Background: an optimization exercise with open tools, aiming at small area, a short achievable clock period and few clock cycles per item. Do not read the settings as production practice.
At most, simulation tests tie the RTL to the original design; equivalence was not proved.

Setup of the baseline:
Design divider, start of the top module:
module divider(quotient, remainder, done, divisor, dividend, start, clk, rst);
    output reg [31:0] quotient, remainder;
    input [31:0] divisor, dividend;
    input start, clk, rst;
    output done;
    reg        busy, idle, align;
    reg [4:0]  dt, dg;   
    reg [4:0]  sh;       
    reg [31:0] NB;       
    function [4:0] lzc;
        input [31:0] x;
        reg [15:0] v0; reg [15:0] z0;
        reg [7:0]  v1; reg [15:0] z1;
        reg [3:0]  v2; reg [11:0] z2;
        reg [1:0]  v3; reg [7:0]  z3;
        integer i;
        begin
            for (i = 0; i < 16; i = i + 1) begin
                v0[i] = x[2*i+1] | x[2*i];
                z0[i] = ~x[2*i+1];
            end
            for (i = 0; i < 8; i = i + 1) begin
                v1[i] = v0[2*i+1] | v0[2*i];
                z1[2*i +: 2] = v0[2*i+1] ? {1'b0, z0[2*i+1]} : {1'b1, z0[2*i]};
            end
            for (i = 0; i < 4; i = i + 1) begin
                v2[i] = v1[2*i+1] | v1[2*i];
                z2[3*i +: 3] = v1[2*i+1] ? {1'b0, z1[4*i+2 +: 2]} : {1'b1, z1[4*i +: 2]};
            end
            for (i = 0; i < 2; i = i + 1) begin
                v3[i] = v2[2*i+1] | v2[2*i];
                z3[4*i +: 4] = v2[2*i+1] ? {1'b0, z2[6*i+3 +: 3]} : {1'b1, z2[6*i +: 3]};
            end
            lzc = v3[1] ? {1'b0, z3[7:4]} : {1'b1, z3[3:0]};
        end
    endfunction
    function [31:0] smear;
        input [31:0] x;
        integer i;
        begin
            smear = x;
            for (i = 1; i < 32; i = i * 2)
                smear = smear | (smear >> i);
        end
    endfunction
    wire quick = (|(divisor & ~smear(dividend))) | ~(|divisor);
    wire [4:0] bw;                       
    assign bw[0] = 1'b0;
    assign bw[1] = dg[0];
    assign bw[2] = dg[1] | (~dt[1] & dg[0]);
    assign bw[3] = dg[2] | (~dt[2] & dg[1]) | (~dt[2] & ~dt[1] & dg[0]);
    assign bw[4] = dg[3] | (~dt[3] & dg[2]) | (~dt[3] & ~dt[2] & dg[1])
  ...
==> module divider, before the edit <==
module divider(quotient, remainder, done, divisor, dividend, start, clk, rst);
    output reg [31:0] quotient, remainder;
    input [31:0] divisor, dividend;
    input start, clk, rst;
    output done;
    reg        busy, idle, align;
    reg [4:0]  dt, dg;   
    reg [4:0]  sh;       
    reg [31:0] NB;       
    function [4:0] lzc;
        input [31:0] x;
        reg [15:0] v0; reg [15:0] z0;
        reg [7:0]  v1; reg [15:0] z1;
        reg [3:0]  v2; reg [11:0] z2;
        reg [1:0]  v3; reg [7:0]  z3;
        integer i;
        begin
            for (i = 0; i < 16; i = i + 1) begin
                v0[i] = x[2*i+1] | x[2*i];
                z0[i] = ~x[2*i+1];
            end
            for (i = 0; i < 8; i = i + 1) begin
                v1[i] = v0[2*i+1] | v0[2*i];
                z1[2*i +: 2] = v0[2*i+1] ? {1'b0, z0[2*i+1]} : {1'b1, z0[2*i]};
            end
            for (i = 0; i < 4; i = i + 1) begin
                v2[i] = v1[2*i+1] | v1[2*i];
                z2[3*i +: 3] = v1[2*i+1] ? {1'b0, z1[4*i+2 +: 2]} : {1'b1, z1[4*i +: 2]};
            end
            for (i = 0; i < 2; i = i + 1) begin
                v3[i] = v2[2*i+1] | v2[2*i];
                z3[4*i +: 4] = v2[2*i+1] ? {1'b0, z2[6*i+3 +: 3]} : {1'b1, z2[6*i +: 3]};
            end
            lzc = v3[1] ? {1'b0, z3[7:4]} : {1'b1, z3[3:0]};
        end
    endfunction
    function [31:0] smear;
        input [31:0] x;
        integer i;
        begin
            smear = x;
            for (i = 1; i < 32; i = i * 2)
                smear = smear | (smear >> i);
        end
    endfunction
    wire quick = (|(divisor & ~smear(dividend))) | ~(|divisor);
    wire [4:0] bw;                       
    assign bw[0] = 1'b0;
    assign bw[1] = dg[0];
    assign bw[2] = dg[1] | (~dt[1] & dg[0]);
    assign bw[3] = dg[2] | (~dt[2] & dg[1]) | (~dt[2] & ~dt[1] & dg[0]);
    assign bw[4] = dg[3] | (~dt[3] & dg[2]) | (~dt[3] & ~dt[2] & dg[1])
                 | (~dt[3] & ~dt[2] & ~dt[1] & dg[0]);
    wire [4:0] s = dt ^ bw;
    wire [31:0] B1 = s[0] ? {NB[30:0], 1'b1} : NB;
    wire [31:0] B2 = s[1] ? {B1[29:0], 2'b11} : B1;
    wire [31:0] B4 = s[2] ? {B2[27:0], 4'hf} : B2;
    wire [31:0] B8 = s[3] ? {B4[23:0], 8'hff} : B4;
    wire [31:0] Ba = s[4] ? {B8[15:0], 16'hffff} : B8;
    wire [32:0] diff = {1'b0, remainder} - {1'b0, ~NB};
    wire        qbit = ~diff[32];
    wire busy_n = busy ? (align | (sh != 5'd0)) : (start & ~quick);
    assign done = idle;
    always_ff @(posedge clk, negedge rst) begin
        if (~rst) begin
            busy <= 1'b0;
            idle <= 1'b1;
            align <= 1'b0;
        end else begin
            busy <= busy_n;
            idle <= ~busy_n;
            align <= ~busy & start & ~quick;
        end
    end
    always_ff @(posedge clk) begin
        dt <= lzc(divisor) ^ lzc(dividend);      
        dg <= ~lzc(divisor) & lzc(dividend);
        if (busy) begin
            if (align) begin
                NB <= Ba;
                sh <= s;
            end else begin
                NB <= {1'b1, NB[31:1]};
                sh <= sh - 5'd1;
                quotient <= {quotient[30:0], qbit};
                if (qbit) remainder <= diff[31:0];
            end
        end else begin
            NB <= ~divisor;
            if (start) begin
                quotient <= 32'd0;
                remainder <= dividend;
            end
        end
    end
endmodule
clock: 5.0 ns
lec_check: 0
abc_area: 1
cap_margin: 20
core_margin: 2
core_utilization: 40
cts_buf_list: sky130_fd_sc_hd__clkbuf_8
place_density: 0.6
setup_slack_margin: 2.7
slew_margin: 20
buffer_ports_args: -buffer_cell sky130_fd_sc_hd__buf_1
standard.sh (not shown) runs the stock make flow with config.mk's settings and CLKGATE_MAP_FILE= SYNTH_SCRIPT=/design/flow/synth_recipe.tcl, a recipe that flattens the netlist after the stock synthesis.
==> flow/flow/run.sh <==
#!/bin/bash
# Own layout flow: the standard synthesis unchanged, then the standard ORFS
# steps with a few extra ORFS settings (flow/extra.mk) appended to config.mk
# after synthesis, so that synthesis is exactly the standard flow's.
set -euo pipefail
here="$(pwd)"
bash standard.sh synth > "$here/log_synth.txt" 2>&1
cat flow/extra.mk >> config.mk
bash standard.sh > "$here/log_layout.txt" 2>&1
==> flow/flow/extra.mk <==
export BUFFER_PORTS_ARGS = -buffer_cell sky130_fd_sc_hd__buf_1
Input changes introduced in the candidate (baseline for comparison: the baseline):
-- flow/design.v --
<<< the baseline, line 35
        end
    endfunction
    function [31:0] smear;
        input [31:0] x;
        integer i;
        begin
            smear = x;
            for (i = 1; i < 32; i = i * 2)
                smear = smear | (smear >> i);
        end
    endfunction
    wire quick = (|(divisor & ~smear(dividend))) | ~(|divisor);
    wire [4:0] bw;                       
    assign bw[0] = 1'b0;
>>> the candidate, line 35
        end
    endfunction
    function longer4;
        input [31:0] x, y;       
        reg [7:0] nx, ny;
        reg above;               
        integer j;
        begin
            for (j = 0; j < 8; j = j + 1) begin
                nx[j] = |x[4*j +: 4];
                ny[j] = |y[4*j +: 4];
            end
            longer4 = 1'b0;
            above = 1'b0;
            for (j = 7; j >= 0; j = j - 1) begin
                above = above | nx[j];
                longer4 = longer4 | (ny[j] & ~above);
            end
        end
    endfunction
    wire quick = longer4(dividend, divisor) | ~(|divisor);
    wire [4:0] bw;                       
    assign bw[0] = 1'b0;
<<< the baseline, line 53
                 | (~dt[3] & ~dt[2] & ~dt[1] & dg[0]);
    wire [4:0] s = dt ^ bw;
    wire [31:0] B1 = s[0] ? {NB[30:0], 1'b1} : NB;
    wire [31:0] B2 = s[1] ? {B1[29:0], 2'b11} : B1;
>>> the candidate, line 62
                 | (~dt[3] & ~dt[2] & ~dt[1] & dg[0]);
    wire [4:0] s = dt ^ bw;
    wire       neg = dg[4] | (~dt[4] & dg[3]) | (~dt[4] & ~dt[3] & dg[2])
                   | (~dt[4] & ~dt[3] & ~dt[2] & dg[1])
                   | (~dt[4] & ~dt[3] & ~dt[2] & ~dt[1] & dg[0]);
    wire [31:0] B1 = s[0] ? {NB[30:0], 1'b1} : NB;
    wire [31:0] B2 = s[1] ? {B1[29:0], 2'b11} : B1;
<<< the baseline, line 60
    wire [32:0] diff = {1'b0, remainder} - {1'b0, ~NB};
    wire        qbit = ~diff[32];
    wire busy_n = busy ? (align | (sh != 5'd0)) : (start & ~quick);
    assign done = idle;
    always_ff @(posedge clk, negedge rst) begin
>>> the candidate, line 72
    wire [32:0] diff = {1'b0, remainder} - {1'b0, ~NB};
    wire        qbit = ~diff[32];
    wire busy_n = busy ? (align ? ~neg : (sh != 5'd0)) : (start & ~quick);
    assign done = idle;
    always_ff @(posedge clk, negedge rst) begin
Non-clock buffer area fraction after layout on the candidate is down relative to the baseline. | multi-input gate share of the layout cell area | lower: the candidate |. The candidate against the baseline: actual transition at the worst max-transition pin moved up; wire length of the first global-routing pass moved down; post-route minimum period saw a decrease; worst setup slack higher. Between the candidate and the baseline, the fraction of standard cell area that is sequential figures differ only marginally. Xor and xnor area share after synthesis on the candidate is down relative to the baseline.
Testbench counts of the candidate, summed over its fixed seeds: cycles 15,277, items 2,048.
The RTL of the baseline was laid out without a check of its function.

---

main:
The RTL this note starts from:
==> flow/design.v <==
module divider(quotient, remainder, done, divisor, dividend, start, clk, rst);
    output reg [31:0] quotient, remainder;
    input [31:0] divisor, dividend;
    input start, clk, rst;
    output done;
    reg        busy, idle, align;
    reg [4:0]  za_r;     
    reg [4:0]  sh;       
    reg [31:0] B;        
    function [4:0] lzc;
        input [31:0] x;
        reg [15:0] v0; reg [15:0] z0;
        reg [7:0]  v1; reg [15:0] z1;
        reg [3:0]  v2; reg [11:0] z2;
        reg [1:0]  v3; reg [7:0]  z3;
        integer i;
        begin
            for (i = 0; i < 16; i = i + 1) begin
                v0[i] = x[2*i+1] | x[2*i];
                z0[i] = ~x[2*i+1];
            end
            for (i = 0; i < 8; i = i + 1) begin
                v1[i] = v0[2*i+1] | v0[2*i];
                z1[2*i +: 2] = v0[2*i+1] ? {1'b0, z0[2*i+1]} : {1'b1, z0[2*i]};
            end
            for (i = 0; i < 4; i = i + 1) begin
                v2[i] = v1[2*i+1] | v1[2*i];
                z2[3*i +: 3] = v1[2*i+1] ? {1'b0, z1[4*i+2 +: 2]} : {1'b1, z1[4*i +: 2]};
            end
            for (i = 0; i < 2; i = i + 1) begin
                v3[i] = v2[2*i+1] | v2[2*i];
                z3[4*i +: 4] = v2[2*i+1] ? {1'b0, z2[6*i+3 +: 3]} : {1'b1, z2[6*i +: 3]};
            end
            lzc = v3[1] ? {1'b0, z3[7:4]} : {1'b1, z3[3:0]};
        end
    endfunction
    function longer4;
        input [31:0] x, y;       
        reg [7:0] nx, ny;
        reg above;               
        integer j;
        begin
            for (j = 0; j < 8; j = j + 1) begin
                nx[j] = |x[4*j +: 4];
                ny[j] = |y[4*j +: 4];
            end
            longer4 = 1'b0;
            above = 1'b0;
            for (j = 7; j >= 0; j = j - 1) begin
                above = above | nx[j];
                longer4 = longer4 | (ny[j] & ~above);
            end
        end
    endfunction
    wire quick = longer4(dividend, divisor) | ~(|divisor);
    wire [5:0] s = {1'b0, sh} - {1'b0, za_r};
    wire [31:0] B1 = s[0] ? {B[30:0], 1'b0} : B;
    wire [31:0] B2 = s[1] ? {B1[29:0], 2'b0} : B1;
    wire [31:0] B4 = s[2] ? {B2[27:0], 4'b0} : B2;
    wire [31:0] B8 = s[3] ? {B4[23:0], 8'b0} : B4;
    wire [31:0] Ba = s[4] ? {B8[15:0], 16'b0} : B8;
    wire [32:0] diff = {1'b0, remainder} - {1'b0, B};
    wire        qbit = ~diff[32];
    wire busy_n = busy ? (align ? ~s[5] : (sh != 5'd0)) : (start & ~quick);
    assign done = idle;
    always_ff @(posedge clk, negedge rst) begin
        if (~rst) begin
            busy <= 1'b0;
            idle <= 1'b1;
            align <= 1'b0;
        end else begin
            busy <= busy_n;
            idle <= ~busy_n;
            align <= ~busy & start & ~quick;
        end
    end
    always_ff @(posedge clk) begin
        if (busy) begin
            if (align) begin
                B <= Ba;
                sh <= s[4:0];
            end else begin
                B <= B >> 1;
                sh <= sh - 5'd1;
                quotient <= {quotient[30:0], qbit};
                if (qbit) remainder <= diff[31:0];
            end
        end else begin
            B <= divisor;
            sh <= lzc(divisor);
            za_r <= lzc(dividend);
            if (start) begin
                quotient <= 32'd0;
                remainder <= dividend;
            end
        end
    end
endmodule
Settings: LEC_CHECK=0, ABC_AREA=1, CAP_MARGIN=20, CORE_MARGIN=2, CORE_UTILIZATION=40, CTS_BUF_LIST=sky130_fd_sc_hd__clkbuf_8, PLACE_DENSITY=0.6, SETUP_SLACK_MARGIN=2.5, SLEW_MARGIN=20, BUFFER_PORTS_ARGS=-buffer_cell sky130_fd_sc_hd__buf_1; clock period 5.0 ns.
Scripts as last shown in full above: flow/flow/run.sh, flow/flow/extra.mk
Testbench counts of main, summed over its fixed seeds: cycles 15,277, items 2,048.
The following lists how the feature branch was set up differently from main:
==> flow/design.v <==
module divider(quotient, remainder, done, divisor, dividend, start, clk, rst);
    output reg [31:0] quotient, remainder;
    input [31:0] divisor, dividend;
    input start, clk, rst;
    output done;
    reg        busy, idle, align;
    reg [4:0]  za_r;     
    reg [4:0]  sh;       
    reg [31:0] NB;       
    function [4:0] lzc;
        input [31:0] x;
        reg [15:0] v0; reg [15:0] z0;
        reg [7:0]  v1; reg [15:0] z1;
        reg [3:0]  v2; reg [11:0] z2;
        reg [1:0]  v3; reg [7:0]  z3;
        integer i;
        begin
            for (i = 0; i < 16; i = i + 1) begin
                v0[i] = x[2*i+1] | x[2*i];
                z0[i] = ~x[2*i+1];
            end
            for (i = 0; i < 8; i = i + 1) begin
                v1[i] = v0[2*i+1] | v0[2*i];
                z1[2*i +: 2] = v0[2*i+1] ? {1'b0, z0[2*i+1]} : {1'b1, z0[2*i]};
            end
            for (i = 0; i < 4; i = i + 1) begin
                v2[i] = v1[2*i+1] | v1[2*i];
                z2[3*i +: 3] = v1[2*i+1] ? {1'b0, z1[4*i+2 +: 2]} : {1'b1, z1[4*i +: 2]};
            end
            for (i = 0; i < 2; i = i + 1) begin
                v3[i] = v2[2*i+1] | v2[2*i];
                z3[4*i +: 4] = v2[2*i+1] ? {1'b0, z2[6*i+3 +: 3]} : {1'b1, z2[6*i +: 3]};
            end
            lzc = v3[1] ? {1'b0, z3[7:4]} : {1'b1, z3[3:0]};
        end
    endfunction
    function [31:0] smear;
        input [31:0] x;
        integer i;
        begin
            smear = x;
            for (i = 1; i < 32; i = i * 2)
                smear = smear | (smear >> i);
        end
    endfunction
    wire quick = (|(divisor & ~smear(dividend))) | ~(|divisor);
    wire [4:0] s = sh - za_r;
    wire [31:0] B1 = s[0] ? {NB[30:0], 1'b1} : NB;
    wire [31:0] B2 = s[1] ? {B1[29:0], 2'b11} : B1;
    wire [31:0] B4 = s[2] ? {B2[27:0], 4'hf} : B2;
    wire [31:0] B8 = s[3] ? {B4[23:0], 8'hff} : B4;
    wire [31:0] Ba = s[4] ? {B8[15:0], 16'hffff} : B8;
    wire [32:0] diff = {1'b0, remainder} - {1'b0, ~NB};
    wire        qbit = ~diff[32];
    wire busy_n = busy ? (align | (sh != 5'd0)) : (start & ~quick);
    assign done = idle;
    always_ff @(posedge clk, negedge rst) begin
        if (~rst) begin
            busy <= 1'b0;
            idle <= 1'b1;
            align <= 1'b0;
        end else begin
            busy <= busy_n;
            idle <= ~busy_n;
            align <= ~busy & start & ~quick;
        end
    end
    always_ff @(posedge clk) begin
        za_r <= lzc(dividend);           
        if (busy) begin
            if (align) begin
                NB <= Ba;
                sh <= s;
            end else begin
                NB <= {1'b1, NB[31:1]};
                sh <= sh - 5'd1;
                quotient <= {quotient[30:0], qbit};
                if (qbit) remainder <= diff[31:0];
            end
        end else begin
            NB <= ~divisor;
            sh <= lzc(divisor);
            if (start) begin
                quotient <= 32'd0;
                remainder <= dividend;
            end
        end
    end
endmodule
### Flow results
The feature branch finished every step from synthesis to the final layout, and the layout passed the timing, DRC and antenna checks.
The feature branch vs. main: routed wire length rose by 4.2%, global-route usage went up by 2.4 points.
Final clock skew for the feature branch: 4.4 ps up relative to main
Mux contribution to synthesized area (the feature branch over main): decrease, 0.23 points
The feature branch does worse than main on clock period minus worst slack.
Per the comparison of the feature branch with main, worst hold slack now sits higher; multi-input combinational cell count now sits lower.
No functional check of the RTL was part of the feature branch.

[static timing again, ports no longer ideal]
The flow's constraints put no driver on any port. The routed layouts listed below were extracted and timed again, unchanged, in two steps. Step 1 sets driving cells, clkbuf_16 on the clock port and buf_2 on the other inputs (assumed; they add their load-dependent delay and slew). Step 2 times the ports against the registers' clock, not the clock port: input delays grow and output delays shrink by t, the midpoint of the rising clock arrivals with the driver on. Slacks: ideal ports / drivers / drivers and shift; pairs: ideal ports / drivers.
run	shift t [ns]	setup slack, ns	hold WS [ns]	latest minus earliest clock arrival (ns)	worst slew at a driven data input, ns
the baseline	0.493	2.708 / 2.708 / 2.294	0.384 / 0.393 / 0.543	0.021 / 0.020	0.07
the candidate	0.499	2.723 / 2.723 / 2.340	0.351 / 0.336 / 0.537	0.012 / 0.012	0.07
main	0.441	2.593 / 2.593 / 2.327	0.373 / 0.364 / 0.499	0.014 / 0.014	0.06
the feature branch	0.443	2.542 / 2.542 / 2.110	0.376 / 0.377 / 0.544	0.018 / 0.018	0.06
After both steps setup and hold are still met in every run listed. For the feature branch, which loses most, drivers alone change the setup slack by 0.000 ns; drivers and shift together by -0.432 ns.
